Background: an optimization exercise with open tools, aiming at small area. Do not read the settings as production practice. Function was checked by simulation only, so behaviour that the tests miss may differ from the original. No activity file was given, so power comes from the tool's default toggle rates.

==> design.v <==
module gaussian_noise (Y, select, clk, Y_hat, noise_debug, reset, state);
input [31:0] Y;
input [2:0] select;
input reset;
input clk;
output [31:0] Y_hat, noise_debug;
output [2:0] state;
reg [31:0] g0;   
reg [31:0] g1;   
reg [31:0] g2;   
reg [31:0] g3;   
reg [31:0] g4;   
reg [31:0] g5;   
reg [37:0] ch;   
reg [31:1] ca1, ca2, cb1, cb2;   
wire h00 = ch[6] ^ ch[4] ^ ch[3] ^ ch[2];
wire h01 = ch[5] ^ ch[2];
wire h02 = ch[6] ^ ch[5] ^ ch[3] ^ ch[2];
wire h03 = ch[5] ^ ch[3] ^ ch[2] ^ ch[1] ^ ch[0];
wire h04 = ch[6] ^ ch[4] ^ ch[1];
wire [2:0] n0 = {2'b0,h00} + {2'b0,h01} + {2'b0,h02} + {2'b0,h03} + {2'b0,h04};
wire h10 = ch[6] ^ ch[3] ^ ch[2];
wire h11 = ch[5] ^ ch[4] ^ ch[3];
wire h12 = ch[6] ^ ch[5] ^ ch[3] ^ ch[2];
wire h13 = ch[6] ^ ch[5] ^ ch[4] ^ ch[1];
wire h14 = ch[6] ^ ch[1];
wire [2:0] n1 = {2'b0,h10} + {2'b0,h11} + {2'b0,h12} + {2'b0,h13} + {2'b0,h14};
always @(posedge clk or posedge reset) begin
  if (reset) begin
    g0 <= 32'h0f0f0f0f;
    g1 <= 32'h0fefbf0f;
    g2 <= 32'h0aefba0f;
    g3 <= 32'h0aef6a04;
    g4 <= 32'h0a2f6204;
    g5 <= 32'h112c6204;
    ch <= 38'h6d;
    ca1 <= 31'h00000006;
    ca2 <= 31'h00000008;
    cb1 <= 31'h00000013;
    cb2 <= 31'h00000008;
  end else begin
    g0 <= {g0[30:0], g0[31]^g0[21]^g0[1]^g0[0]};
    g1 <= {g1[30:0], g1[31]^g1[21]^g1[1]^g1[0]};
    g2 <= {g2[30:0], g2[31]^g2[21]^g2[1]^g2[0]};
    g3 <= {g3[30:0], g3[31]^g3[21]^g3[1]^g3[0]};
    g4 <= {g4[30:0], g4[31]^g4[21]^g4[1]^g4[0]};
    g5 <= {g5[30:0], g5[31]^g5[21]^g5[1]^g5[0]};
    ch <= {ch[36:0], ch[31]^ch[21]^ch[1]^ch[0]};
    ca1 <= {ca1[30:1], n0[1]};
    ca2 <= {ca2[30:1], n0[2]};
    cb1 <= {cb1[30:1], n1[1]};
    cb2 <= {cb2[30:1], n1[2]};
  end
end
wire [31:0] a1 = {ca1, n0[1]}, a2 = {ca2, n0[2]};
wire [31:0] b1 = {cb1, n1[1]}, b2 = {cb2, n1[2]};
wire [31:0] a0;
genvar ia;
generate for (ia = 0; ia < 32; ia = ia + 1) begin : para
  assign a0[ia] = ch[ia+6] ^ ch[ia+5] ^ ch[ia+3] ^ ch[ia+0];
end endgenerate
wire [31:0] b0;
genvar ib;
generate for (ib = 0; ib < 32; ib = ib + 1) begin : parb
  assign b0[ib] = ch[ib+5] ^ ch[ib+3];
end endgenerate
wire valid = ~(select[2] & select[1]);   
wire setb = select[2] | (select[1] & select[0]);   
wire [31:0] gs = select[2] ? (select[0] ? g5 : g4) : (select[1] ? (select[0] ? g3 : g2) : (select[0] ? g1 : g0));
wire [31:0] c0 = setb ? b0 : a0, c1 = setb ? b1 : a1, c2 = setb ? b2 : a2;
wire [31:0] v0 = c0;
wire [31:0] v1 = c1 ^ (gs & ~c0);
wire [31:0] v2 = c2 ^ (gs & ~(c1 & c0));
wire [31:0] ra = v0, rb = {v1[30:0], 1'b0}, rc = {v2[29:0], 2'b0};
wire [31:0] cs = ra ^ rb ^ rc;
wire [31:0] cc = (ra & rb) | (ra & rc) | (rb & rc);
wire [31:0] n_p = cs ^ {cc[30:0], 1'b0};
wire [31:0] n_g = cs & {cc[30:0], 1'b0};
wire n_G1 = n_g[0] | (n_p[0] & 1'b0);
wire n_P1 = n_p[0] & 1'b0;
wire n_G2 = n_g[2] | (n_p[2] & n_g[1]);
wire n_P2 = n_p[2] & n_p[1];
wire n_G3 = n_g[4] | (n_p[4] & n_g[3]);
wire n_P3 = n_p[4] & n_p[3];
wire n_G4 = n_g[6] | (n_p[6] & n_g[5]);
wire n_P4 = n_p[6] & n_p[5];
wire n_G5 = n_g[8] | (n_p[8] & n_g[7]);
wire n_P5 = n_p[8] & n_p[7];
wire n_G6 = n_g[10] | (n_p[10] & n_g[9]);
wire n_P6 = n_p[10] & n_p[9];
wire n_G7 = n_g[12] | (n_p[12] & n_g[11]);
wire n_P7 = n_p[12] & n_p[11];
wire n_G8 = n_g[14] | (n_p[14] & n_g[13]);
wire n_P8 = n_p[14] & n_p[13];
wire n_G9 = n_g[16] | (n_p[16] & n_g[15]);
wire n_P9 = n_p[16] & n_p[15];
wire n_G10 = n_g[18] | (n_p[18] & n_g[17]);
wire n_P10 = n_p[18] & n_p[17];
wire n_G11 = n_g[20] | (n_p[20] & n_g[19]);
wire n_P11 = n_p[20] & n_p[19];
wire n_G12 = n_g[22] | (n_p[22] & n_g[21]);
wire n_P12 = n_p[22] & n_p[21];
wire n_G13 = n_g[24] | (n_p[24] & n_g[23]);
wire n_P13 = n_p[24] & n_p[23];
wire n_G14 = n_g[26] | (n_p[26] & n_g[25]);
wire n_P14 = n_p[26] & n_p[25];
wire n_G15 = n_g[28] | (n_p[28] & n_g[27]);
wire n_P15 = n_p[28] & n_p[27];
wire n_G16 = n_g[30] | (n_p[30] & n_g[29]);
wire n_P16 = n_p[30] & n_p[29];
wire n_G17 = n_G2 | (n_P2 & n_G1);
wire n_P17 = n_P2 & n_P1;
wire n_G18 = n_G4 | (n_P4 & n_G3);
wire n_P18 = n_P4 & n_P3;
wire n_G19 = n_G6 | (n_P6 & n_G5);
wire n_P19 = n_P6 & n_P5;
wire n_G20 = n_G8 | (n_P8 & n_G7);
wire n_P20 = n_P8 & n_P7;
wire n_G21 = n_G10 | (n_P10 & n_G9);
wire n_P21 = n_P10 & n_P9;
wire n_G22 = n_G12 | (n_P12 & n_G11);
wire n_P22 = n_P12 & n_P11;
wire n_G23 = n_G14 | (n_P14 & n_G13);
wire n_P23 = n_P14 & n_P13;
wire n_G24 = n_G16 | (n_P16 & n_G15);
wire n_P24 = n_P16 & n_P15;
wire n_G25 = n_G18 | (n_P18 & n_G17);
wire n_P25 = n_P18 & n_P17;
wire n_G26 = n_G20 | (n_P20 & n_G19);
wire n_P26 = n_P20 & n_P19;
wire n_G27 = n_G22 | (n_P22 & n_G21);
wire n_P27 = n_P22 & n_P21;
wire n_G28 = n_G24 | (n_P24 & n_G23);
wire n_P28 = n_P24 & n_P23;
wire n_G29 = n_G26 | (n_P26 & n_G25);
wire n_P29 = n_P26 & n_P25;
wire n_G30 = n_G28 | (n_P28 & n_G27);
wire n_P30 = n_P28 & n_P27;
wire n_G31 = n_G30 | (n_P30 & n_G29);
wire n_P31 = n_P30 & n_P29;
wire n_G32 = n_G27 | (n_P27 & n_G29);
wire n_P32 = n_P27 & n_P29;
wire n_G33 = n_G19 | (n_P19 & n_G25);
wire n_P33 = n_P19 & n_P25;
wire n_G34 = n_G21 | (n_P21 & n_G29);
wire n_P34 = n_P21 & n_P29;
wire n_G35 = n_G23 | (n_P23 & n_G32);
wire n_P35 = n_P23 & n_P32;
wire n_G36 = n_G3 | (n_P3 & n_G17);
wire n_P36 = n_P3 & n_P17;
wire n_G37 = n_G5 | (n_P5 & n_G25);
wire n_P37 = n_P5 & n_P25;
wire n_G38 = n_G7 | (n_P7 & n_G33);
wire n_P38 = n_P7 & n_P33;
wire n_G39 = n_G9 | (n_P9 & n_G29);
wire n_P39 = n_P9 & n_P29;
wire n_G40 = n_G11 | (n_P11 & n_G34);
wire n_P40 = n_P11 & n_P34;
wire n_G41 = n_G13 | (n_P13 & n_G32);
wire n_P41 = n_P13 & n_P32;
wire n_G42 = n_G15 | (n_P15 & n_G35);
wire n_P42 = n_P15 & n_P35;
wire n_G43 = n_g[1] | (n_p[1] & n_G1);
wire n_P43 = n_p[1] & n_P1;
wire n_G44 = n_g[3] | (n_p[3] & n_G17);
wire n_P44 = n_p[3] & n_P17;
wire n_G45 = n_g[5] | (n_p[5] & n_G36);
wire n_P45 = n_p[5] & n_P36;
wire n_G46 = n_g[7] | (n_p[7] & n_G25);
wire n_P46 = n_p[7] & n_P25;
wire n_G47 = n_g[9] | (n_p[9] & n_G37);
wire n_P47 = n_p[9] & n_P37;
wire n_G48 = n_g[11] | (n_p[11] & n_G33);
wire n_P48 = n_p[11] & n_P33;
wire n_G49 = n_g[13] | (n_p[13] & n_G38);
wire n_P49 = n_p[13] & n_P38;
wire n_G50 = n_g[15] | (n_p[15] & n_G29);
wire n_P50 = n_p[15] & n_P29;
wire n_G51 = n_g[17] | (n_p[17] & n_G39);
wire n_P51 = n_p[17] & n_P39;
wire n_G52 = n_g[19] | (n_p[19] & n_G34);
wire n_P52 = n_p[19] & n_P34;
wire n_G53 = n_g[21] | (n_p[21] & n_G40);
wire n_P53 = n_p[21] & n_P40;
wire n_G54 = n_g[23] | (n_p[23] & n_G32);
wire n_P54 = n_p[23] & n_P32;
wire n_G55 = n_g[25] | (n_p[25] & n_G41);
wire n_P55 = n_p[25] & n_P41;
wire n_G56 = n_g[27] | (n_p[27] & n_G35);
wire n_P56 = n_p[27] & n_P35;
wire n_G57 = n_g[29] | (n_p[29] & n_G42);
wire n_P57 = n_p[29] & n_P42;
wire n_G58 = n_g[31] | (n_p[31] & n_G31);
wire n_P58 = n_p[31] & n_P31;
wire [31:0] n = n_p ^ {n_G31, n_G57, n_G42, n_G56, n_G35, n_G55, n_G41, n_G54, n_G32, n_G53, n_G40, n_G52, n_G34, n_G51, n_G39, n_G50, n_G29, n_G49, n_G38, n_G48, n_G33, n_G47, n_G37, n_G46, n_G25, n_G45, n_G36, n_G44, n_G17, n_G43, n_G1, 1'b0};
wire [31:0] ng = valid ? n : 32'd0;   
wire [31:0] ns = select[2] ? (select[0] ? ng : ng >> 2) : (select[1] ? (select[0] ? ng >> 4 : ng >> 6) : (select[0] ? ng >> 8 : ng >> 10));
wire [31:0] yh_p = Y ^ ns;
wire [31:0] yh_g = Y & ns;
wire yh_G1 = yh_g[0] | (yh_p[0] & 1'b0);
wire yh_P1 = yh_p[0] & 1'b0;
wire yh_G2 = yh_g[2] | (yh_p[2] & yh_g[1]);
wire yh_P2 = yh_p[2] & yh_p[1];
wire yh_G3 = yh_g[4] | (yh_p[4] & yh_g[3]);
wire yh_P3 = yh_p[4] & yh_p[3];
wire yh_G4 = yh_g[6] | (yh_p[6] & yh_g[5]);
wire yh_P4 = yh_p[6] & yh_p[5];
wire yh_G5 = yh_g[8] | (yh_p[8] & yh_g[7]);
wire yh_P5 = yh_p[8] & yh_p[7];
wire yh_G6 = yh_g[10] | (yh_p[10] & yh_g[9]);
wire yh_P6 = yh_p[10] & yh_p[9];
wire yh_G7 = yh_g[12] | (yh_p[12] & yh_g[11]);
wire yh_P7 = yh_p[12] & yh_p[11];
wire yh_G8 = yh_g[14] | (yh_p[14] & yh_g[13]);
wire yh_P8 = yh_p[14] & yh_p[13];
wire yh_G9 = yh_g[16] | (yh_p[16] & yh_g[15]);
wire yh_P9 = yh_p[16] & yh_p[15];
wire yh_G10 = yh_g[18] | (yh_p[18] & yh_g[17]);
wire yh_P10 = yh_p[18] & yh_p[17];
wire yh_G11 = yh_g[20] | (yh_p[20] & yh_g[19]);
wire yh_P11 = yh_p[20] & yh_p[19];
wire yh_G12 = yh_g[22] | (yh_p[22] & yh_g[21]);
wire yh_P12 = yh_p[22] & yh_p[21];
wire yh_G13 = yh_g[24] | (yh_p[24] & yh_g[23]);
wire yh_P13 = yh_p[24] & yh_p[23];
wire yh_G14 = yh_g[26] | (yh_p[26] & yh_g[25]);
wire yh_P14 = yh_p[26] & yh_p[25];
wire yh_G15 = yh_g[28] | (yh_p[28] & yh_g[27]);
wire yh_P15 = yh_p[28] & yh_p[27];
wire yh_G16 = yh_g[30] | (yh_p[30] & yh_g[29]);
wire yh_P16 = yh_p[30] & yh_p[29];
wire yh_G17 = yh_g[1] | (yh_p[1] & yh_G1);
wire yh_P17 = yh_p[1] & yh_P1;
wire yh_G18 = yh_G2 | (yh_P2 & yh_G1);
wire yh_P18 = yh_P2 & yh_P1;
wire yh_G19 = yh_g[5] | (yh_p[5] & yh_G3);
wire yh_P19 = yh_p[5] & yh_P3;
wire yh_G20 = yh_G4 | (yh_P4 & yh_G3);
wire yh_P20 = yh_P4 & yh_P3;
wire yh_G21 = yh_g[9] | (yh_p[9] & yh_G5);
wire yh_P21 = yh_p[9] & yh_P5;
wire yh_G22 = yh_G6 | (yh_P6 & yh_G5);
wire yh_P22 = yh_P6 & yh_P5;
wire yh_G23 = yh_g[13] | (yh_p[13] & yh_G7);
wire yh_P23 = yh_p[13] & yh_P7;
wire yh_G24 = yh_G8 | (yh_P8 & yh_G7);
wire yh_P24 = yh_P8 & yh_P7;
wire yh_G25 = yh_g[17] | (yh_p[17] & yh_G9);
wire yh_P25 = yh_p[17] & yh_P9;
wire yh_G26 = yh_G10 | (yh_P10 & yh_G9);
wire yh_P26 = yh_P10 & yh_P9;
wire yh_G27 = yh_g[21] | (yh_p[21] & yh_G11);
wire yh_P27 = yh_p[21] & yh_P11;
wire yh_G28 = yh_G12 | (yh_P12 & yh_G11);
wire yh_P28 = yh_P12 & yh_P11;
wire yh_G29 = yh_g[25] | (yh_p[25] & yh_G13);
wire yh_P29 = yh_p[25] & yh_P13;
wire yh_G30 = yh_G14 | (yh_P14 & yh_G13);
wire yh_P30 = yh_P14 & yh_P13;
wire yh_G31 = yh_g[29] | (yh_p[29] & yh_G15);
wire yh_P31 = yh_p[29] & yh_P15;
wire yh_G32 = yh_G16 | (yh_P16 & yh_G15);
wire yh_P32 = yh_P16 & yh_P15;
wire yh_G33 = yh_g[3] | (yh_p[3] & yh_G18);
wire yh_P33 = yh_p[3] & yh_P18;
wire yh_G34 = yh_G3 | (yh_P3 & yh_G18);
wire yh_P34 = yh_P3 & yh_P18;
wire yh_G35 = yh_G19 | (yh_P19 & yh_G18);
wire yh_P35 = yh_P19 & yh_P18;
wire yh_G36 = yh_G20 | (yh_P20 & yh_G18);
wire yh_P36 = yh_P20 & yh_P18;
wire yh_G37 = yh_g[11] | (yh_p[11] & yh_G22);
wire yh_P37 = yh_p[11] & yh_P22;
wire yh_G38 = yh_G7 | (yh_P7 & yh_G22);
wire yh_P38 = yh_P7 & yh_P22;
wire yh_G39 = yh_G23 | (yh_P23 & yh_G22);
wire yh_P39 = yh_P23 & yh_P22;
wire yh_G40 = yh_G24 | (yh_P24 & yh_G22);
wire yh_P40 = yh_P24 & yh_P22;
wire yh_G41 = yh_g[19] | (yh_p[19] & yh_G26);
wire yh_P41 = yh_p[19] & yh_P26;
wire yh_G42 = yh_G11 | (yh_P11 & yh_G26);
wire yh_P42 = yh_P11 & yh_P26;
wire yh_G43 = yh_G27 | (yh_P27 & yh_G26);
wire yh_P43 = yh_P27 & yh_P26;
wire yh_G44 = yh_G28 | (yh_P28 & yh_G26);
wire yh_P44 = yh_P28 & yh_P26;
wire yh_G45 = yh_g[27] | (yh_p[27] & yh_G30);
wire yh_P45 = yh_p[27] & yh_P30;
wire yh_G46 = yh_G15 | (yh_P15 & yh_G30);
wire yh_P46 = yh_P15 & yh_P30;
wire yh_G47 = yh_G31 | (yh_P31 & yh_G30);
wire yh_P47 = yh_P31 & yh_P30;
wire yh_G48 = yh_G32 | (yh_P32 & yh_G30);
wire yh_P48 = yh_P32 & yh_P30;
wire yh_G49 = yh_g[7] | (yh_p[7] & yh_G36);
wire yh_P49 = yh_p[7] & yh_P36;
wire yh_G50 = yh_G5 | (yh_P5 & yh_G36);
wire yh_P50 = yh_P5 & yh_P36;
wire yh_G51 = yh_G21 | (yh_P21 & yh_G36);
wire yh_P51 = yh_P21 & yh_P36;
wire yh_G52 = yh_G22 | (yh_P22 & yh_G36);
wire yh_P52 = yh_P22 & yh_P36;
wire yh_G53 = yh_G37 | (yh_P37 & yh_G36);
wire yh_P53 = yh_P37 & yh_P36;
wire yh_G54 = yh_G38 | (yh_P38 & yh_G36);
wire yh_P54 = yh_P38 & yh_P36;
wire yh_G55 = yh_G39 | (yh_P39 & yh_G36);
wire yh_P55 = yh_P39 & yh_P36;
wire yh_G56 = yh_G40 | (yh_P40 & yh_G36);
wire yh_P56 = yh_P40 & yh_P36;
wire yh_G57 = yh_g[23] | (yh_p[23] & yh_G44);
wire yh_P57 = yh_p[23] & yh_P44;
wire yh_G58 = yh_G13 | (yh_P13 & yh_G44);
wire yh_P58 = yh_P13 & yh_P44;
wire yh_G59 = yh_G29 | (yh_P29 & yh_G44);
wire yh_P59 = yh_P29 & yh_P44;
wire yh_G60 = yh_G30 | (yh_P30 & yh_G44);
wire yh_P60 = yh_P30 & yh_P44;
wire yh_G61 = yh_G45 | (yh_P45 & yh_G44);
wire yh_P61 = yh_P45 & yh_P44;
wire yh_G62 = yh_G46 | (yh_P46 & yh_G44);
wire yh_P62 = yh_P46 & yh_P44;
wire yh_G63 = yh_G47 | (yh_P47 & yh_G44);
wire yh_P63 = yh_P47 & yh_P44;
wire yh_G64 = yh_G48 | (yh_P48 & yh_G44);
wire yh_P64 = yh_P48 & yh_P44;
wire yh_G65 = yh_g[15] | (yh_p[15] & yh_G56);
wire yh_P65 = yh_p[15] & yh_P56;
wire yh_G66 = yh_G9 | (yh_P9 & yh_G56);
wire yh_P66 = yh_P9 & yh_P56;
wire yh_G67 = yh_G25 | (yh_P25 & yh_G56);
wire yh_P67 = yh_P25 & yh_P56;
wire yh_G68 = yh_G26 | (yh_P26 & yh_G56);
wire yh_P68 = yh_P26 & yh_P56;
wire yh_G69 = yh_G41 | (yh_P41 & yh_G56);
wire yh_P69 = yh_P41 & yh_P56;
wire yh_G70 = yh_G42 | (yh_P42 & yh_G56);
wire yh_P70 = yh_P42 & yh_P56;
wire yh_G71 = yh_G43 | (yh_P43 & yh_G56);
wire yh_P71 = yh_P43 & yh_P56;
wire yh_G72 = yh_G44 | (yh_P44 & yh_G56);
wire yh_P72 = yh_P44 & yh_P56;
wire yh_G73 = yh_G57 | (yh_P57 & yh_G56);
wire yh_P73 = yh_P57 & yh_P56;
wire yh_G74 = yh_G58 | (yh_P58 & yh_G56);
wire yh_P74 = yh_P58 & yh_P56;
wire yh_G75 = yh_G59 | (yh_P59 & yh_G56);
wire yh_P75 = yh_P59 & yh_P56;
wire yh_G76 = yh_G60 | (yh_P60 & yh_G56);
wire yh_P76 = yh_P60 & yh_P56;
wire yh_G77 = yh_G61 | (yh_P61 & yh_G56);
wire yh_P77 = yh_P61 & yh_P56;
wire yh_G78 = yh_G62 | (yh_P62 & yh_G56);
wire yh_P78 = yh_P62 & yh_P56;
wire yh_G79 = yh_G63 | (yh_P63 & yh_G56);
wire yh_P79 = yh_P63 & yh_P56;
wire yh_G80 = yh_G64 | (yh_P64 & yh_G56);
wire yh_P80 = yh_P64 & yh_P56;
wire yh_G81 = yh_g[31] | (yh_p[31] & yh_G80);
wire yh_P81 = yh_p[31] & yh_P80;
wire [31:0] yh = yh_p ^ {yh_G80, yh_G79, yh_G78, yh_G77, yh_G76, yh_G75, yh_G74, yh_G73, yh_G72, yh_G71, yh_G70, yh_G69, yh_G68, yh_G67, yh_G66, yh_G65, yh_G56, yh_G55, yh_G54, yh_G53, yh_G52, yh_G51, yh_G50, yh_G49, yh_G36, yh_G35, yh_G34, yh_G33, yh_G18, yh_G17, yh_G1, 1'b0};
assign Y_hat = yh;
assign noise_debug = ng;
assign state = select;
endmodule
==> flow/run.sh <==
#!/bin/bash
# Standard ORFS layout, with the port buffers inserted as the smallest buffer cell.
# Each tool's full log is kept by ORFS under orfs/logs/; make's own output goes to flow_make.log.
set -euo pipefail
bash standard.sh BUFFER_PORTS_ARGS="-buffer_cell sky130_fd_sc_hd__buf_1" finish > flow_make.log 2>&1
==> standard.sh <==
#!/bin/bash
# synth_recipe.tcl (not shown) runs the flow's synth.tcl, then flattens the netlist and writes it again
# the make line also repeats each setting of config.mk as NAME=value (left out here)
make -C /OpenROAD-flow-scripts/flow DESIGN_CONFIG=/design/flow/config.mk WORK_HOME=/design/flow/orfs CLKGATE_MAP_FILE= SYNTH_SCRIPT=/design/flow/synth_recipe.tcl "${@:-finish}"
==> config.mk <==
export PLATFORM = sky130hd
export DESIGN_NAME = gaussian_noise
export DESIGN_NICKNAME = gaussian_noise
export VERILOG_FILES = /design/flow/design.v
export SDC_FILE = /design/flow/constraint.sdc
export NUM_CORES = 4
export LEC_CHECK = 0
export CAP_MARGIN = 20
export CORE_MARGIN = 2
export CORE_UTILIZATION = 50
export CTS_BUF_LIST = sky130_fd_sc_hd__clkbuf_8
export CTS_CLUSTER_DIAMETER = 60
export CTS_CLUSTER_SIZE = 16
export SLEW_MARGIN = 20
==> constraint.sdc <==
create_clock -name core_clock -period 15.0 [get_ports {clk}]
set_input_delay 3.0000 -clock core_clock [delete_from_list [all_inputs] [get_ports {clk}]]
set_output_delay 3.0000 -clock core_clock [all_outputs]
set_load 0.01 [all_outputs]
==> impl_metrics.yaml, run 1 <==
timing:
  max-slew-margin-rel_pct: 34.2
  fmax_mhz: 70.3
  layout_min_cycle_time_ns: 14.22
  rsz0062_at_grt: "false"
  hold_viol: 0
  period_share_pct: 94.8
  final.setup.worst_slack_ns: 0.778
  tns_ns: 0
  slew_violations: 0
  worstMarginPinSlew_ns: 0.987
  fin_skew_ns: 0.0323
  setup_viol_count_final: 0
clock_tree:
  tritoncts: "yes"
  h-tree-depth: 1
  clkSinkCount: 348
  clk_pin_slew_worst_paths_ns: 0.10
  cts_root_buffer: "clkbuf_8"
  ctsResizeCount: 0
  clock_latency_ns: 0.60
  cts_buffers: 27
  cts_buffer_depth: 3
  post-cts-setup-buffers: 0
  ctsHoldBuffers: 0
worst_setup_path:
  start_kind: "input pin"
  cp.required_ns: 12.00
  worstPathBufferInverterCount: 3
  critPathCaptureType: "primary output"
  cpPeakStageDelay_ns: 0.57
  slowest_stage: "mux4_2"
  crit_type: "in -> out"
  cp_common_cell: "a21oi_1"
  crit_fanout: 21
  cpLargestDelayFamily: "compound AO/OA/AOI/OAI gates"
  arrival_ns: 11.22
logic_synthesis:
  synth_top_area_cell: "dfrtp_1"
  ys_types: 46
  synth_most_common_cell: "dfrtp_1"
  synth.top_cells.by_area: "dfrtp_1 (35%), dfstp_2 (15%), xnor2_1 (8.6%)"
  yosys.area_share.adder_pct: 10.3
  synth_edf_count: 0
  ys_seq_elements: 348
  synthXorXnorAreaFrac_pct: 11.7
  synthesis.area_sq_um: 17400
  synth_seq_area_share_pct: 50.9
  yosysWarnings: 1
  synth-async-reset-ratio_pct: 100
  synth_top_family_by_area: "XOR/XNOR gates"
  synth_top_cell_area_share_pct: 35.4
  synth-simple-area-share_pct: 5.94
  synth_compound_gate_area_share_pct: 7.02
  synth_cells: 1423
  yosys_most_used_dff: "dfrtp_1"
  ys_top_cells_by_count: "dfrtp_1 (246), xnor2_1 (170), nand2_1 (119)"
  synthesis.nets: 1574
  syn_avg_cell_area_sq_um: 12.2
  synthMuxAreaShare_pct: 11.2
drt:
  drtPass1Iterations: 4
  vias: 10310
  via_per_inst: 5.17
  drtIter0Drc: 431
  ant_nets: 0
  routedWlPerCell_um: 17.7
  wl_um: 35400
  drc: 0
floorplan:
  start_util_pct: 50.5
  ios: 104
  core_area_sq_um: 34400
  dieArea_sq_um: 36300
  fp.dieH_um: 190
  rows: 68
  die_w_um: 190
final_layout:
  nNetsFinal: 1668
  antenna_cells: 0
  postLayoutCellArea_sq_um: 18800
  drive_gt1_share_pct: 13.1
  syn2layout_area_growth_pct: 8.29
power_and_ir_drop:
  leakagePower_nw: 9.06
  p_total_mw: 1.57
  peakVddDrop_uv: 71.0
  power-per-cell-area_nw_per_um2: 83.7
placement:
  place_area_sq_um: 18200
  portBuffers: 103
  pre_cts_ws_ns: 0.666
  place_congestion: 0.895
  post-dp-hpwl_um: 26400
global_routing:
  grt_usage_pct: 20.1
  antenna_found_initial: 0
  grt_first_pass_wirelength_um: 57300
  grt_pass1_vias: 10523
  grt_max_degree: 178
  grt.overflow.total: 0
outcome:
  status: "finished clean"
job:
  max_cap_viol_count: 0
worst_hold_path:
  hold_path_class: "reg -> reg"
## where the power goes
group | switching (mW) | internal [mW]
clock | 0.302 | 0.200
sequential | 0 | 0.939
combinational | 0.0860 | 0.0468
total | 0.388 | 1.19
## layout by cell type, fill, tap and decap left out, types with 31 or more instances in the layout
cell type	Yosys	final
xor2_1	60	60
nor2_1	61	61
a21oi_1	64	63
dfrtp_1	246	246
buf_1	17	100
o21ai_0	77	77
mux2i_1	113	113
nand2_1	119	119
dfstp_2	102	102
inv_1	74	87
mux4_2	31	31
xnor2_1	170	170
fa_1	49	49
ha_1	65	65
## sequential cells by signal, summed over array words and instances, names as in the netlist, 30 cells and up
name  cells
ca1      30
cb1      30
ch       38
g0       32
g1       32
g2       32
g3       32
g4       32
g5       32
## per-stage QoR
step                hold slack, ns  instances  util, %
floorplan                    0.349       1423        -
global placement             0.354       1937     53.1
detailed placement           0.356       1937     53.1
CTS                          0.357       1987     54.6
global route                 0.354       1993     54.7
finish                       0.354       1993     54.7
## worst reg2reg max path: cells and delay by family, from the launching register on
family / cells / cell delay, ns
fa+ha+maj: 3 / 1.10
xor+xnor: 3 / 0.76
flops: 1 / 0.65
compound gates: 1 / 0.16
buf+inv: 1 / 0.04
## layer usage
layer	GRT usage (%)	share of wire [%]	up-vias
li1	-	-	4946
met1	31.9	50	5128
met2	29.6	43	192
met3	2.58	5.6	44
met4	3.94	1.8	0
met5	0	0	-
## cells by family after synthesis
kind of cell / Yosys count
xor+xnor: 231
fa+ha+maj: 114
mux: 154
compound gates: 207
flops: 348
simple gates: 241
buf+inv: 128
## layout make-up
class                           instances  area, sq um
Clock buffer                           29          399
Clock inverter                         21          126
Fill cell                            2986        15600
Inverter                               74          285
Multi-Input combinational cell        947         8050
Sequential cell                       348         8840
Tap cell                              455          569
Timing Repair Buffer                  119          553
## final timing paths
check | cells after the start | slack, ns | start | to
worst max-delay path | 34 | 0.78 | select[0] | Y_hat[31]
worst min-delay path | 0 | 0.35 | g0[26]$_DFF_PP1_ | g0[27]$_DFF_PP1_
worst max register to register | 8 | 12.22 | ch[6]$_DFF_PP1_ | cb1[0]$_DFF_PP1_
worst min register to register | 0 | 0.35 | g0[26]$_DFF_PP1_ | g0[27]$_DFF_PP1_
max in group asynchronous | 4 | 10.46 | reset | cb2[20]$_DFF_PP0_
min in group asynchronous | 2 | 2.51 | reset | g3[24]$_DFF_PP0_
==> run 2, diff against run 1 <==
--- a/config.mk
+++ b/config.mk
@@ -7,7 +7,7 @@
 export LEC_CHECK = 0
 export CAP_MARGIN = 20
 export CORE_MARGIN = 2
-export CORE_UTILIZATION = 50
+export CORE_UTILIZATION = 30
 export CTS_BUF_LIST = sky130_fd_sc_hd__clkbuf_8
 export CTS_CLUSTER_DIAMETER = 60
 export CTS_CLUSTER_SIZE = 16
==> run 2 against run 1 <==
Register-to-register slack worse by 0.03 ns. Core utilization shrank 21 points. Wire length grew 5.9%. Via count grew 1.8%. Clock skew down 0.014 ns. Combinational power is essentially flat. Critical path depth grew 4. Critical endpoint unchanged.
==> impl_metrics.yaml, run 2 <==
floorplan:
  start_util_pct: 30.2
  core_area_sq_um: 57500
  die_w_um: 245
  fp.dieH_um: 245
  ios: 104
  dieArea_sq_um: 59900
  rows: 88
clock_tree:
  cts_buffer_depth: 3
  h-tree-depth: 1
  ctsHoldBuffers: 0
  cts_buffers: 27
  cts_root_buffer: "clkbuf_8"
  tritoncts: "yes"
  post-cts-setup-buffers: 0
  ctsResizeCount: 0
  clk_pin_slew_worst_paths_ns: 0.10
  clock_latency_ns: 0.59
  clkSinkCount: 348
timing:
  layout_min_cycle_time_ns: 14.28
  rsz0062_at_grt: "false"
  slew_violations: 0
  max-slew-margin-rel_pct: 29.3
  worstMarginPinSlew_ns: 1.06
  setup_viol_count_final: 0
  period_share_pct: 95.2
  hold_slack_ns: 0.351
  hold_viol: 0
  fmax_mhz: 70.0
  fin_skew_ns: 0.0180
  tns_ns: 0
power_and_ir_drop:
  p_comb_share_pct: 8.4
  power-per-cell-area_nw_per_um2: 82.7
  switchingPower_mw: 0.391
  swShare_pct: 24.7
  p_total_mw: 1.59
  p_int_mw: 1.20
  p_clk_share_pct: 32.4
  peakVddDrop_uv: 57.0
  seq_power_share_pct: 59.2
  leakagePower_nw: 9.06
worst_setup_path:
  cpPeakStageDelay_ns: 0.56
  arrival_ns: 11.28
  cpLargestDelayFamily: "compound AO/OA/AOI/OAI gates"
  critPathCaptureType: "primary output"
  cp_common_cell: "a21oi_1"
  crit_fanout: 23
  cp.required_ns: 12.00
  worstPathBufferInverterCount: 6
  slowest_stage: "mux4_2"
  start_kind: "input pin"
  crit_type: "in -> out"
placement:
  portBuffers: 103
  place_congestion: 0.857
  post-dp-hpwl_um: 28200
global_routing:
  grt_pass1_vias: 11111
  grt_usage_pct: 12.5
  grt.busiest_layer: "met2"
  antenna_found_initial: 1
  grt_max_degree: 169
  use_met1_pct: 18.5
  grt.overflow.total: 0
  grtUsageMet2_pct: 19.9
  grt_use_met3_pct: 1.31
  grt_first_pass_wirelength_um: 60900
final_layout:
  final_util_pct: 33.4
  top_register: "ch"
  drive_gt1_share_pct: 13.0
  syn2layout_area_growth_pct: 10.5
  seq_area_sq_um: 8840
  largest_reg_flops: 38
  layout_common_cells: "dfrtp_1 (246), xnor2_1 (170), nand2_1 (119), mux2i_1 (113), dfstp_2 (102)"
  multi_input_area_sq_um: 8040
  nFillCells: 5726
  final_common_cell: "dfrtp_1"
  nNetsFinal: 1667
logic_synthesis:
  synth_seq_area_share_pct: 50.9
  synth_top_area_cell: "dfrtp_1"
  synth_top_cell_area_share_pct: 35.4
  synth_edf_count: 0
  synth-simple-area-share_pct: 5.94
  synthMuxAreaShare_pct: 11.2
  synth_top_family_by_area: "XOR/XNOR gates"
  synthesis.nets: 1574
  ys_top_cells_by_count: "dfrtp_1 (246), xnor2_1 (170), nand2_1 (119)"
  yosysWarnings: 1
  ys_types: 46
  synth_cells: 1423
  syn_avg_cell_area_sq_um: 12.2
  yosys.area_share.adder_pct: 10.3
  synthesis.area_sq_um: 17400
  yosys_most_used_dff: "dfrtp_1"
  synth_most_common_cell: "dfrtp_1"
  ys_seq_elements: 348
  synth_compound_gate_area_share_pct: 7.02
  synth.top_cells.by_area: "dfrtp_1 (35%), dfstp_2 (15%), xnor2_1 (8.6%)"
  synth-async-reset-ratio_pct: 100
  synthXorXnorAreaFrac_pct: 11.7
drt:
  drtIter0Drc: 513
  wl_um: 37500
  routedWlPerCell_um: 16.3
  ant_nets: 0
  vias: 10494
  via_per_inst: 4.56
  drtPass1Iterations: 5
  drc: 0
job:
  max_cap_viol_count: 0
outcome:
  status: "finished clean"
worst_hold_path:
  hold_path_class: "reg -> reg"
## run 2: cell types whose count changed in the layout (fill, tap and decap cells not counted), sizes merged
cell / change
buf: -1
clkinvlp: -2
clkbuf: +2
inv: -1
diode: +1
## run 2: power groups by stage
| stage | clock network [mW] | registers [mW] | logic (mW) |
|---|---|---|---|
| floorplan | 0 | 0.956 | 0.0977 |
| finish | 0.514 | 0.939 | 0.134 |
| global placement | 0 | 0.956 | 0.134 |
| detailed placement | 0 | 0.956 | 0.137 |
| global route | 0.574 | 0.939 | 0.150 |
| CTS | 0.536 | 0.939 | 0.137 |
## run 2: cell families after synthesis
logic type      Yosys count
xor+xnor                231
flops                   348
simple gates            241
mux                     154
compound gates          207
fa+ha+maj               114
buf+inv                 128
## run 2: worst paths after layout
| kind | from | cells past startpoint | slack (ns) | to |
|---|---|---|---|---|
| worst max-delay path | select[0] | 38 | 0.72 | Y_hat[31] |
| worst min-delay path | g1[24]$_DFF_PP1_ | 0 | 0.35 | g1[25]$_DFF_PP1_ |
| worst max register to register | ch[6]$_DFF_PP1_ | 8 | 12.19 | cb1[0]$_DFF_PP1_ |
| worst min register to register | g1[24]$_DFF_PP1_ | 0 | 0.35 | g1[25]$_DFF_PP1_ |
| max in group asynchronous | reset | 4 | 10.27 | g2[14]$_DFF_PP0_ |
| min in group asynchronous | reset | 2 | 2.56 | g2[29]$_DFF_PP0_ |
## run 2: cell type report
class                           count  area share [%]
Antenna cell                        1          0.0130
Clock buffer                       31            2.22
Tap cell                          765            4.99
Sequential cell                   348            46.0
Timing Repair Buffer              118            2.78
Multi-Input combinational cell    947            41.9
Inverter                           74            1.49
Clock inverter                     18           0.580
## run 2: stage by stage
stage / std cells / setup slack [ns] / instance area [sq um]
finish: 2302 / 0.716 / 19200
global route: 2302 / 0.0257 / 19200
CTS: 2301 / 0.694 / 19200
detailed placement: 2252 / 0.709 / 18700
global placement: 2252 / 0.872 / 18700
floorplan: 1423 / 1.39 / 17400
## run 2: worst reg2reg max path: stages (launching register included)
cell and delay, ns:
dfstp_2 0.65, xor2_1 0.38, xor2_1 0.27, xnor2_1 0.13, fa_1 0.54, inv_1 0.04
ha_1 0.27, a21o_1 0.16, ha_1 0.31
## run 2: metal layers
metal  vias to the layer above  part of all wire (%)
li1                       4984                     -
met1                      5253                    50
met2                       215                    45
met3                        42                   4.2
met4                         0                   1.5
met5                         -                     0
==> run 3, diff against run 2 <==
--- a/config.mk
+++ b/config.mk
@@ -7,8 +7,9 @@
 export LEC_CHECK = 0
 export CAP_MARGIN = 20
 export CORE_MARGIN = 2
-export CORE_UTILIZATION = 30
+export CORE_UTILIZATION = 40
 export CTS_BUF_LIST = sky130_fd_sc_hd__clkbuf_8
 export CTS_CLUSTER_DIAMETER = 60
 export CTS_CLUSTER_SIZE = 16
+export GPL_TIMING_DRIVEN = 0
 export SLEW_MARGIN = 20
==> run 3 against run 2 <==
Wire length grew 1.7%. Area after synthesis is the same. Cell count shrank 6.1%. Still clean. Global-route usage grew 4.9 points. Sequential share of layout area is essentially flat. Register-to-register slack lost 0.31 ns.
==> impl_metrics.yaml, run 3 <==
outcome:
  status: "finished clean"
timing:
  layout_min_cycle_time_ns: 14.40
  slew_violations: 0
  tns_ns: 0
  fin_skew_ns: 0.0363
  fmax_mhz: 69.4
  worstMarginPinSlew_ns: 0.815
  max-slew-margin-rel_pct: 45.7
  hold_slack_ns: 0.348
  period_share_pct: 96.0
  rsz0062_at_grt: "false"
  setup_viol_count_final: 0
  hold_viol: 0
logic_synthesis:
  ys_top_cells_by_count: "dfrtp_1 (246), xnor2_1 (170), nand2_1 (119)"
  syn_avg_cell_area_sq_um: 12.2
  synth-async-reset-ratio_pct: 100
  synth_top_area_cell: "dfrtp_1"
  synth_top_cell_area_share_pct: 35.4
  synthesis.nets: 1574
  yosys_most_used_dff: "dfrtp_1"
  synth_cells: 1423
  yosysWarnings: 1
  synthesis.area_sq_um: 17400
  synth_edf_count: 0
  ys_types: 46
  synth_seq_area_share_pct: 50.9
  synth_most_common_cell: "dfrtp_1"
  synth.top_cells.by_area: "dfrtp_1 (35%), dfstp_2 (15%), xnor2_1 (8.6%)"
  ys_seq_elements: 348
worst_setup_path:
  rr_startpoint: "ch[6]$_DFF_PP1_"
  arrival_ns: 11.40
  cp-startpoint: "select[2]"
  critPathCaptureType: "primary output"
  crit_fanout: 10
  crit_type: "in -> out"
  cpPeakStageDelay_ns: 0.74
  cp.required_ns: 12.00
  r2r_cells: 9
  start_kind: "input pin"
  slowest_stage: "clkdlybuf4s15_1"
global_routing:
  grt_usage_pct: 17.4
  antenna_found_initial: 0
  grt_max_degree: 112
  grt.overflow.total: 0
  grt_first_pass_wirelength_um: 61700
  grt_pass1_vias: 11194
clock_tree:
  clk_pin_slew_worst_paths_ns: 0.11
  cts_buffers: 28
  clock_latency_ns: 0.61
  cts_buffer_depth: 3
  clkSinkCount: 348
  tritoncts: "yes"
  h-tree-depth: 1
  cts_root_buffer: "clkbuf_8"
final_layout:
  drive_gt1_share_pct: 13.3
  layout_common_cells: "dfrtp_1 (246), xnor2_1 (169), nand2_1 (119), mux2i_1 (113), buf_1 (111)"
  top_register: "ch"
  syn2layout_area_growth_pct: 10.4
  largest_reg_flops: 38
  nNetsFinal: 1706
  nFillCells: 4063
  final_common_cell: "dfrtp_1"
  stdcell_count: 2162
  postLayoutCellArea_sq_um: 19200
worst_hold_path:
  holdCritStartpoint: "g0[10]$_DFF_PP1_"
  hold_path_class: "reg -> reg"
  min_path_cells: 0
placement:
  portBuffers: 100
  place_congestion: 0.879
  dp.cells: 2111
  post-dp-hpwl_um: 29800
  place_area_sq_um: 18600
floorplan:
  start_util_pct: 40.4
  ios: 104
  fp.dieH_um: 212
  core_area_sq_um: 43000
  die_w_um: 212
  dieArea_sq_um: 45100
  rows: 76
drt:
  drtIter0Drc: 508
  wl_um: 38100
  drtPass1Iterations: 5
  via_per_inst: 4.91
  drc: 0
  ant_nets: 0
  vias: 10607
  routedWlPerCell_um: 17.6
power_and_ir_drop:
  peakVddDrop_uv: 63.3
  power-per-cell-area_nw_per_um2: 84.1
  p_total_mw: 1.61
  leakagePower_nw: 9.15
job:
  max_cap_viol_count: 0
## run 3: cell counts after synthesis
No cell type changed its count.
## run 3: per-stage QoR
step | worst slack (ns) | util (%)
after CTS | 0.00805 | 44.6
after floorplan | 1.39 | -
final | 0.600 | 44.6
after global placement | -0.638 | 43.0
after global routing | 0.00284 | 44.6
after detailed placement | -0.723 | 43.2
## run 3: layout make-up
type / count / area [sq um] / area share, %
antenna: 1 / 2.50 / 0.0130
buffer: 53 / 256 / 1.34
clock buffer: 29 / 399 / 2.08
clock inverter: 22 / 166 / 0.867
inverter: 74 / 285 / 1.49
multi-input combinational: 947 / 8050 / 42.0
sequential: 348 / 8840 / 46.1
tap: 585 / 732 / 3.82
timing repair buffer: 103 / 458 / 2.39
## run 3: critical path: cells and delay by family
kind | cells | cell delay [ns]
adder cells (fa/ha/maj) | 4 | 1.61
multiplexers | 1 | 0.31
XOR/XNOR | 3 | 0.61
AND/OR/NAND/NOR | 5 | 0.65
AO/OA/AOI/OAI | 17 | 3.86
buffers and inverters | 4 | 1.35
## run 3: metal layers
| layer | GRT usage [%] | vias up | part of all wire [%] |
|---|---|---|---|
| li1 | - | 5051 | - |
| met1 | 25.2 | 5260 | 49 |
| met2 | 28.0 | 237 | 45 |
| met3 | 1.79 | 59 | 3.8 |
| met4 | 5.09 | 0 | 2.5 |
| met5 | 0 | - | 0 |
## run 3: power by group
group / internal (mW) / switching (mW) / leakage (nW)
clock: 0.221 / 0.312 / 0.332
sequential: 0.939 / 0 / 4.49
combinational: 0.0490 / 0.0926 / 4.33
## run 3: final timing paths
path,endpoint,slack (ns)
max reg2reg,cb1[0]$_DFF_PP1_,11.88
max,Y_hat[31],0.60
min reg2reg,g0[11]$_DFF_PP1_,0.35
min in group asynchronous,g3[24]$_DFF_PP0_,2.43
max in group asynchronous,ca2[3]$_DFF_PP1_,11.14
min,g0[11]$_DFF_PP1_,0.35
## run 3: cell families after synthesis
| kind of cell | synth area share [%] |
|---|---|
| multiplexers | 11.2 |
| flip-flops | 50.9 |
| adder cells (fa/ha/maj) | 10.3 |
| buffers and inverters | 2.91 |
| AO/OA/AOI/OAI | 7.02 |
| XOR/XNOR | 11.7 |
| AND/OR/NAND/NOR | 5.94 |
## run 3: what timing repair did
| action | in CTS | in global routing |
|---|---|---|
| resized for setup | 10 | 26 |
| setup endpoints to repair | 11 | 8 |
| pin swaps | 0 | 0 |
| hold buffers | 0 | 0 |
| setup buffers | 0 | 0 |
==> run 4, diff against run 3 <==
--- a/config.mk
+++ b/config.mk
@@ -11,5 +11,4 @@
 export CTS_BUF_LIST = sky130_fd_sc_hd__clkbuf_8
 export CTS_CLUSTER_DIAMETER = 60
 export CTS_CLUSTER_SIZE = 16
-export GPL_TIMING_DRIVEN = 0
 export SLEW_MARGIN = 20
==> run 4 against run 3 <==
Area after synthesis stayed put. Critical path depth is 2 higher. Maximum frequency is 0.88% higher. Synthesized cell count stayed put. Wire length is 6.6% lower. Non-clock buffer count is 35 lower. Combinational power is 6% lower. Critical endpoint unchanged. Largest power group unchanged.
==> impl_metrics.yaml, run 4 <==
logic_synthesis:
  syn_avg_cell_area_sq_um: 12.2
  synth.top_cells.by_area: "dfrtp_1 (35%), dfstp_2 (15%), xnor2_1 (8.6%)"
  synth_edf_count: 0
  ys_types: 46
  ys_seq_elements: 348
  synthesis.nets: 1574
  synth_cells: 1423
  synthesis.area_sq_um: 17400
  synth_seq_area_share_pct: 50.9
  yosys_most_used_dff: "dfrtp_1"
  synth-async-reset-ratio_pct: 100
  ys_top_cells_by_count: "dfrtp_1 (246), xnor2_1 (170), nand2_1 (119)"
  synth_top_area_cell: "dfrtp_1"
  synth_most_common_cell: "dfrtp_1"
  yosysWarnings: 1
  synth_top_cell_area_share_pct: 35.4
power_and_ir_drop:
  power-per-cell-area_nw_per_um2: 81.9
  peakVddDrop_uv: 53.8
  leakagePower_nw: 9.05
final_layout:
  layout_common_cells: "dfrtp_1 (246), xnor2_1 (170), nand2_1 (119), mux2i_1 (113), dfstp_2 (102)"
  nFillCells: 4055
  top_register: "ch"
  largest_reg_flops: 38
  syn2layout_area_growth_pct: 8.92
  nNetsFinal: 1670
  final_common_cell: "dfrtp_1"
  seq_area_sq_um: 8840
  stdcell_count: 2125
  drive_gt1_share_pct: 13.0
  multi_input_area_sq_um: 8040
  antenna_cells: 0
  postLayoutCellArea_sq_um: 18900
drt:
  via_per_inst: 4.85
  routedWlPerCell_um: 16.7
  drc: 0
  ant_nets: 0
  drtIter0Drc: 639
  drtPass1Iterations: 4
  wl_um: 35600
  vias: 10305
floorplan:
  dieArea_sq_um: 45100
  fp.dieH_um: 212
  core_area_sq_um: 43000
  rows: 76
  start_util_pct: 40.4
  ios: 104
  die_w_um: 212
worst_hold_path:
  hold_path_class: "reg -> reg"
placement:
  portBuffers: 103
  dp.cells: 2072
  post-dp-hpwl_um: 26700
  place_area_sq_um: 18400
  place_congestion: 0.847
  pre_cts_ws_ns: 0.660
global_routing:
  grt.overflow.total: 0
  grtUsageMet2_pct: 24.9
  antenna_found_initial: 0
  grt_usage_pct: 16.0
  grt_pass1_vias: 10602
  grt_first_pass_wirelength_um: 57500
  grt_use_met3_pct: 1.65
  use_met1_pct: 24.2
  grt.busiest_layer: "met2"
  grt_max_degree: 122
timing:
  period_share_pct: 95.2
  rsz0062_at_grt: "false"
  worstMarginPinSlew_ns: 0.976
  final.setup.worst_slack_ns: 0.725
  hold_viol: 0
  max-slew-margin-rel_pct: 34.9
  hold_slack_ns: 0.342
  setup_viol_count_final: 0
  layout_min_cycle_time_ns: 14.27
  tns_ns: 0
  fmax_mhz: 70.1
  fin_skew_ns: 0.0222
  slew_violations: 0
worst_setup_path:
  critPathCaptureType: "primary output"
  crit_type: "in -> out"
  start_kind: "input pin"
  cpPeakStageDelay_ns: 0.54
  crit_fanout: 56
  slowest_stage: "fa_1"
  cp_common_cell: "a21oi_1"
  cp.required_ns: 12.00
  arrival_ns: 11.27
clock_tree:
  cts_root_buffer: "clkbuf_8"
  cts_buffers: 27
  cts_buffer_depth: 3
  h-tree-depth: 1
  clkSinkCount: 348
  tritoncts: "yes"
  clk_pin_slew_worst_paths_ns: 0.11
  clock_latency_ns: 0.60
  ctsResizeCount: 0
job:
  max_cap_viol_count: 0
outcome:
  status: "finished clean"
## run 4: kinds of logic (layout without fill, tap and decap cells)
group	count (synthesis)	in the layout	share of synthesized area, %
XOR/XNOR	231	231	11.7
AO/OA/AOI/OAI	207	207	7.02
adder cells (fa/ha/maj)	114	114	10.3
multiplexers	154	154	11.2
AND/OR/NAND/NOR	241	241	5.94
buffers and inverters	128	245	2.91
flip-flops	348	348	50.9
## run 4: cell type report
| type | count | share of cell area [%] |
|---|---|---|
| Clock inverter | 23 | 0.595 |
| Multi-Input combinational cell | 947 | 42.5 |
| Timing Repair Buffer | 121 | 2.87 |
| Sequential cell | 348 | 46.7 |
| Inverter | 74 | 1.51 |
| Tap cell | 585 | 3.87 |
| Clock buffer | 27 | 1.96 |
## run 4: report_power, final
part	total, mW	switching (mW)	internal, mW
registers	0.939	0	0.939
logic	0.133	0.0865	0.0462
clock network	0.478	0.304	0.174
total	1.55	0.390	1.16
## run 4: timing repair
action | in CTS | in global routing
endpoints found under the setup margin | 0 | 1
setup buffers | 0 | 3
hold buffers | 0 | 0
## run 4: worst max-delay path, delay by kind of cell
kind                     cells  cell delay [ns]
buffers and inverters        6             1.21
multiplexers                 1             0.34
AND/OR/NAND/NOR              6             0.74
AO/OA/AOI/OAI               15             3.32
XOR/XNOR                     4             0.93
adder cells (fa/ha/maj)      4             1.66
## run 4: per-stage QoR
stage / power, mW / utilization (%)
final: 1.55 / 44.0
after global placement: 1.09 / 42.9
after detailed placement: 1.09 / 42.9
after floorplan: 1.05 / -
after CTS: 1.57 / 44.0
after global routing: 1.63 / 44.0
## run 4: worst paths after layout
kind | start | endpoint | slack, ns | cells after the start
worst max-delay path | select[0] | Y_hat[31] | 0.73 | 36
worst min-delay path | g0[24]$_DFF_PP1_ | g0[25]$_DFF_PP1_ | 0.34 | 0
worst max register to register | ch[6]$_DFF_PP1_ | cb1[0]$_DFF_PP1_ | 12.17 | 8
worst min register to register | g0[24]$_DFF_PP1_ | g0[25]$_DFF_PP1_ | 0.34 | 0
max in group asynchronous | reset | ca1[7]$_DFF_PP0_ | 10.92 | 3
min in group asynchronous | reset | g3[26]$_DFF_PP0_ | 2.55 | 2
## run 4: per-layer routing
metal	up-vias	part of all wire, %
met3	41	4.6
met2	192	44
met1	5101	50
met5	-	0
met4	0	1.6
li1	4971	-
==> run 5, diff against run 4 <==
--- a/config.mk
+++ b/config.mk
@@ -9,6 +9,6 @@
 export CORE_MARGIN = 2
 export CORE_UTILIZATION = 40
 export CTS_BUF_LIST = sky130_fd_sc_hd__clkbuf_8
-export CTS_CLUSTER_DIAMETER = 60
-export CTS_CLUSTER_SIZE = 16
+export CTS_CLUSTER_DIAMETER = 50
+export CTS_CLUSTER_SIZE = 14
 export SLEW_MARGIN = 20
==> run 5 against run 4 <==
Still clean on timing, DRC and antenna. Non-clock buffer count unchanged. Register-to-register slack about the same. Flip-flop and latch count unchanged. First-iteration DRC count down 11%. Global-route usage about the same. Core utilization up 0.17 points.
==> impl_metrics.yaml, run 5 <==
outcome:
  status: "finished clean"
logic_synthesis:
  synth_compound_gate_area_share_pct: 7.02
  ys_types: 46
  ys_seq_elements: 348
  synth-async-reset-ratio_pct: 100
  synth_top_cell_area_share_pct: 35.4
  synth_top_family_by_area: "XOR/XNOR gates"
  synth_most_common_cell: "dfrtp_1"
  synthesis.nets: 1574
  synth-simple-area-share_pct: 5.94
  syn_avg_cell_area_sq_um: 12.2
  ys_top_cells_by_count: "dfrtp_1 (246), xnor2_1 (170), nand2_1 (119)"
  yosys_most_used_dff: "dfrtp_1"
  synth.top_cells.by_area: "dfrtp_1 (35%), dfstp_2 (15%), xnor2_1 (8.6%)"
  synth_edf_count: 0
  synth_cells: 1423
  synthXorXnorAreaFrac_pct: 11.7
  synth_top_area_cell: "dfrtp_1"
  synthesis.area_sq_um: 17400
  synth_seq_area_share_pct: 50.9
  yosys.area_share.adder_pct: 10.3
  synthMuxAreaShare_pct: 11.2
  yosysWarnings: 1
floorplan:
  fp.dieH_um: 212
  rows: 76
  die_w_um: 212
  ios: 104
  dieArea_sq_um: 45100
  start_util_pct: 40.4
  core_area_sq_um: 43000
worst_setup_path:
  worst_r2r_endpoint: "cb1[0]$_DFF_PP1_"
  rrSetupSlack_ns: 12.17
  crit_fanout: 56
  cpPeakStageDelay_ns: 0.54
  crit_type: "in -> out"
  slowest_stage: "fa_1"
  rr_startpoint: "ch[6]$_DFF_PP1_"
  cp_common_cell: "a21oi_1"
  start_kind: "input pin"
  arrival_ns: 11.30
  critPathCaptureType: "primary output"
  cp.required_ns: 12.00
  r2r_cells: 8
drt:
  routedWlPerCell_um: 16.7
  drtIter0Drc: 571
  vias: 10372
  via_per_inst: 4.87
  drtPass1Iterations: 5
  ant_nets: 0
  wl_um: 35600
  drc: 0
power_and_ir_drop:
  power-per-cell-area_nw_per_um2: 83.4
  leakagePower_nw: 9.09
  peakVddDrop_uv: 56.0
  p_total_mw: 1.58
placement:
  post-dp-hpwl_um: 26700
  pre_cts_ws_ns: 0.660
  place_congestion: 0.847
  portBuffers: 103
clock_tree:
  h-tree-depth: 1
  cts_buffers: 30
  clk_pin_slew_worst_paths_ns: 0.09
  cts_root_buffer: "clkbuf_8"
  ctsHoldBuffers: 0
  tritoncts: "yes"
  cts_buffer_depth: 3
  clock_latency_ns: 0.62
  ctsResizeCount: 0
  clkSinkCount: 348
timing:
  rsz0062_at_grt: "false"
  final.setup.worst_slack_ns: 0.696
  setup_viol_count_final: 0
  worstMarginPinSlew_ns: 0.961
  period_share_pct: 95.4
  hold_viol: 0
  fmax_mhz: 69.9
  hold_slack_ns: 0.360
  layout_min_cycle_time_ns: 14.30
  slew_violations: 0
  max-slew-margin-rel_pct: 35.9
  tns_ns: 0
  fin_skew_ns: 0.0135
global_routing:
  antenna_found_initial: 0
  grt.overflow.total: 0
  grt_pass1_vias: 10693
  grt_first_pass_wirelength_um: 57400
  grt_usage_pct: 16.0
  grt_max_degree: 122
worst_hold_path:
  min_path_cells: 0
  hold_path_class: "reg -> reg"
  holdPathEnd: "g0[11]$_DFF_PP1_"
  holdCritStartpoint: "g0[10]$_DFF_PP1_"
final_layout:
  top_register: "ch"
  nFillCells: 4018
  final_common_cell: "dfrtp_1"
  drive_gt1_share_pct: 13.3
  seq_area_sq_um: 8840
  antenna_cells: 0
  final_util_pct: 44.2
  layout_common_cells: "dfrtp_1 (246), xnor2_1 (170), nand2_1 (119), mux2i_1 (113), dfstp_2 (102)"
  multi_input_area_sq_um: 8040
  syn2layout_area_growth_pct: 9.33
  nNetsFinal: 1673
  largest_reg_flops: 38
job:
  max_cap_viol_count: 0
run 5: cell families (layout without fill, tap and decap cells):
group	count (synthesis)	after routing
flops	348	348
buf+inv	128	250
compound gates	207	207
mux	154	154
simple gates	241	241
xor+xnor	231	231
fa+ha+maj	114	114
run 5: timing repair:
action,in CTS,in global routing
hold endpoints to repair,0,0
buffers inserted,0,3
endpoints found under the setup margin,0,1
run 5: worst max-delay path by stage:
stage | from | slack, ns | end | depth (start not counted)
floorplan | select[0] | 1.39 | Y_hat[31] | 36
global placement | select[0] | 0.82 | Y_hat[31] | 37
detailed placement | select[0] | 0.66 | Y_hat[31] | 37
CTS | select[0] | 0.65 | Y_hat[31] | 37
global route | select[0] | 0.05 | Y_hat[31] | 35
finish | select[0] | 0.70 | Y_hat[31] | 36
run 5: power breakdown:
group,internal [mW],switching [mW]
clock network,0.205,0.307
logic,0.0462,0.0866
registers,0.939,0
run 5: final cells by class:
cell class | count | share of cell area [%]
clock buffers | 33 | 2.39
clock inverters | 22 | 0.534
inverters | 74 | 1.50
multi-input cells | 947 | 42.3
flip-flops and latches | 348 | 46.5
well taps | 585 | 3.85
repair buffers | 121 | 2.86
run 5: worst max-delay path: cells and delay by family:
| kind | cells | cell delay, ns |
|---|---|---|
| AOI/OAI and AO/OA | 15 | 3.35 |
| adders and majority gates | 4 | 1.66 |
| buffers and inverters | 6 | 1.20 |
| xor gates and xnor gates | 4 | 0.93 |
| and+or+nand+nor | 6 | 0.74 |
| muxes | 1 | 0.34 |
run 5: through the flow:
step / area, sq um / instances
after floorplan: 17400 / 1423
after global placement: 18400 / 2072
after detailed placement: 18400 / 2072
after CTS: 19000 / 2127
after global routing: 19000 / 2130
final: 19000 / 2130
run 5: metal layers:
metal | global-route usage, % | vias to the layer above | wire length (um)
met5 | 0 | - | 0
met2 | 24.7 | 196 | 15500
met1 | 24.1 | 5137 | 17900
met3 | 1.65 | 53 | 1400
li1 | - | 4986 | -
met4 | 4.20 | 0 | 761
==> run 6, diff against run 5 <==
--- a/config.mk
+++ b/config.mk
@@ -8,7 +8,7 @@
 export CAP_MARGIN = 20
 export CORE_MARGIN = 2
 export CORE_UTILIZATION = 40
-export CTS_BUF_LIST = sky130_fd_sc_hd__clkbuf_8
-export CTS_CLUSTER_DIAMETER = 50
-export CTS_CLUSTER_SIZE = 14
+export CTS_BUF_LIST = sky130_fd_sc_hd__clkbuf_8 sky130_fd_sc_hd__clkbuf_16
+export CTS_CLUSTER_DIAMETER = 80
+export CTS_CLUSTER_SIZE = 20
 export SLEW_MARGIN = 20
==> run 6 against run 5 <==
Wire length shrank 0.35%. Hold slack got worse by 0.0051 ns. Combinational power hardly changed. Die area unchanged. Core utilization rose by 0.13 points. Flip-flop and latch count did not move. Sequential power is essentially flat. Sequential share of layout area decreased by 0.14 points. Global-route usage decreased by 0.055 points. Area after synthesis unchanged. Total power is 3.2% higher. Critical path type unchanged. Critical endpoint unchanged. Largest power group unchanged.
==> impl_metrics.yaml, run 6 <==
logic_synthesis:
  synth_top_area_cell: "dfrtp_1"
  synth_edf_count: 0
  ys_seq_elements: 348
  synth_top_cell_area_share_pct: 35.4
  synth.top_cells.by_area: "dfrtp_1 (35%), dfstp_2 (15%), xnor2_1 (8.6%)"
  synth_seq_area_share_pct: 50.9
  ys_types: 46
  synthesis.nets: 1574
  ys_top_cells_by_count: "dfrtp_1 (246), xnor2_1 (170), nand2_1 (119)"
  synth_cells: 1423
  yosysWarnings: 1
  synthesis.area_sq_um: 17400
  yosys_most_used_dff: "dfrtp_1"
  syn_avg_cell_area_sq_um: 12.2
  synth_most_common_cell: "dfrtp_1"
  synth-async-reset-ratio_pct: 100
floorplan:
  die_w_um: 212
  dieArea_sq_um: 45100
  rows: 76
  ios: 104
  start_util_pct: 40.4
  core_area_sq_um: 43000
  fp.dieH_um: 212
clock_tree:
  clock_latency_ns: 0.52
  cts_buffer_depth: 3
  clkSinkCount: 348
  h-tree-depth: 1
  tritoncts: "yes"
  ctsResizeCount: 0
  cts_buffers: 21
  cts_root_buffer: "clkbuf_16"
  clk_pin_slew_worst_paths_ns: 0.08
final_layout:
  multi_input_area_sq_um: 8040
  drive_gt1_share_pct: 12.6
  largest_reg_flops: 38
  stdcell_count: 2112
  final_util_pct: 44.3
  final_common_cell: "dfrtp_1"
  seq_area_sq_um: 8840
  postLayoutCellArea_sq_um: 19100
  antenna_cells: 0
  top_register: "ch"
  syn2layout_area_growth_pct: 9.66
  nNetsFinal: 1664
  nFillCells: 4011
  layout_common_cells: "dfrtp_1 (246), xnor2_1 (170), nand2_1 (119), mux2i_1 (113), dfstp_2 (102)"
timing:
  rsz0062_at_grt: "false"
  worstMarginPinSlew_ns: 0.960
  slew_violations: 0
  layout_min_cycle_time_ns: 14.31
  hold_viol: 0
  tns_ns: 0
  period_share_pct: 95.4
  max-slew-margin-rel_pct: 36.0
  fmax_mhz: 69.9
  setup_viol_count_final: 0
  fin_skew_ns: 0.0119
placement:
  portBuffers: 103
  place_area_sq_um: 18400
  post-dp-hpwl_um: 26700
  place_congestion: 0.847
  dp.cells: 2072
drt:
  via_per_inst: 4.85
  vias: 10246
  drc: 0
  drtIter0Drc: 635
  drtPass1Iterations: 5
  ant_nets: 0
  routedWlPerCell_um: 16.8
  wl_um: 35500
worst_setup_path:
  cpPeakStageDelay_ns: 0.56
  rr_startpoint: "ch[6]$_DFF_PP1_"
  start_kind: "input pin"
  critPathCaptureType: "primary output"
  cp.required_ns: 12.00
  cp_common_cell: "a21oi_1"
  crit_fanout: 20
  slowest_stage: "fa_1"
  crit_type: "in -> out"
  cp-startpoint: "select[0]"
  arrival_ns: 11.31
global_routing:
  grt_first_pass_wirelength_um: 57500
  grt_pass1_vias: 10636
  grt.overflow.total: 0
  antenna_found_initial: 0
  grt_max_degree: 122
  grt_usage_pct: 15.9
power_and_ir_drop:
  peakVddDrop_uv: 64.4
  leakagePower_nw: 9.09
  power-per-cell-area_nw_per_um2: 85.8
outcome:
  status: "finished clean"
worst_hold_path:
  holdCritStartpoint: "g0[24]$_DFF_PP1_"
  hold_path_class: "reg -> reg"
job:
  max_cap_viol_count: 0
## run 6: cell counts after synthesis
No cell type changed its count.
## run 6: per-layer routing
layer  wire, um  GRT usage [%]
met5          0              0
met1      17900           24.1
met3       1410           1.55
met4        461           2.72
met2      15700           25.2
## run 6: repair_timing
item,4_1_cts,5_1_grt
hold buffers,0,0
setup endpoints to repair,0,1
endpoints found under the hold margin,0,0
buffers inserted,0,3
## run 6: stage by stage
step	power, mW	hold slack [ns]	setup slack (ns)
after floorplan	1.05	0.349	1.39
after global placement	1.09	0.355	0.818
after detailed placement	1.09	0.355	0.660
after CTS	1.66	0.355	0.604
after global routing	1.71	0.360	0.0469
final	1.63	0.355	0.689
## run 6: kinds of logic (layout without fill, tap and decap cells)
kind of cell / Yosys count / count (layout) / share of synthesized area, %
simple gates: 241 / 241 / 5.94
buf+inv: 128 / 232 / 2.91
compound gates: 207 / 207 / 7.02
mux: 154 / 154 / 11.2
xor+xnor: 231 / 231 / 11.7
flops: 348 / 348 / 50.9
fa+ha+maj: 114 / 114 / 10.3
## run 6: worst paths after layout
check | endpoint | slack (ns) | cells past startpoint
hold reg to reg | g0[25]$_DFF_PP1_ | 0.35 | 0
max in group asynchronous | ca2[5]$_DFF_PP0_ | 10.85 | 3
min in group asynchronous | g3[26]$_DFF_PP0_ | 2.66 | 2
setup / recovery | Y_hat[31] | 0.69 | 35
setup reg to reg | cb1[0]$_DFF_PP1_ | 12.17 | 8
hold / removal | g0[25]$_DFF_PP1_ | 0.35 | 0
## run 6: power breakdown
group	internal, mW	switching [mW]
Clock	0.266	0.297
Sequential	0.939	0
Combinational	0.0462	0.0865
## run 6: layout make-up
type | instances | area share, %
sequential | 348 | 46.4
multi-input combinational | 947 | 42.2
tap | 585 | 3.84
clock buffer | 22 | 2.89
timing repair buffer | 121 | 2.85
inverter | 74 | 1.50
clock inverter | 15 | 0.322
## run 6: worst max-delay path: cells and delay by family
kind	cells	cell delay, ns
AND/OR/NAND/NOR	5	0.64
XOR/XNOR	3	0.58
multiplexers	2	0.64
adder cells (fa/ha/maj)	4	1.63
buffers and inverters	4	0.87
AO/OA/AOI/OAI	17	3.93

==> static timing again, ports no longer ideal <==
The flow's constraints put no driver on any port. The routed layouts listed below were extracted and timed again, unchanged, in two steps.
Step 1 (the two cells are an assumption about what drives the block):
set clk [get_ports {clk}]
set_driving_cell -lib_cell sky130_fd_sc_hd__clkbuf_16 $clk
set_driving_cell -lib_cell sky130_fd_sc_hd__buf_2 [delete_from_list [all_inputs] $clk]
Step 2, shift: input delay + t, output delay - t, t = (earliest + latest rising clock arrival at the registers) / 2. This alone moves slack from input paths to output paths.
a / b / c = no drivers / after step 1 / after step 2; a / b = the first two.
run | t (ns) | setup slack, ns | clock arrival spread, ns | cell pins on the clock port's net
run 1 | 0.631 | 0.778 / 0.754 / 0.754 | 0.036 / 0.037 | 1
run 2 | 0.624 | 0.716 / 0.694 / 0.694 | 0.022 / 0.022 | 1
run 3 | 0.643 | 0.600 / 0.558 / 0.558 | 0.045 / 0.044 | 1
run 4 | 0.628 | 0.725 / 0.705 / 0.705 | 0.034 / 0.034 | 1
run 5 | 0.651 | 0.696 / 0.676 / 0.676 | 0.024 / 0.023 | 1
run 6 | 0.561 | 0.689 / 0.669 / 0.669 | 0.016 / 0.017 | 1
After both steps setup and hold are still met in every run listed. For run 3, which loses most, drivers alone change the setup slack by -0.042 ns; drivers and shift together by -0.042 ns.
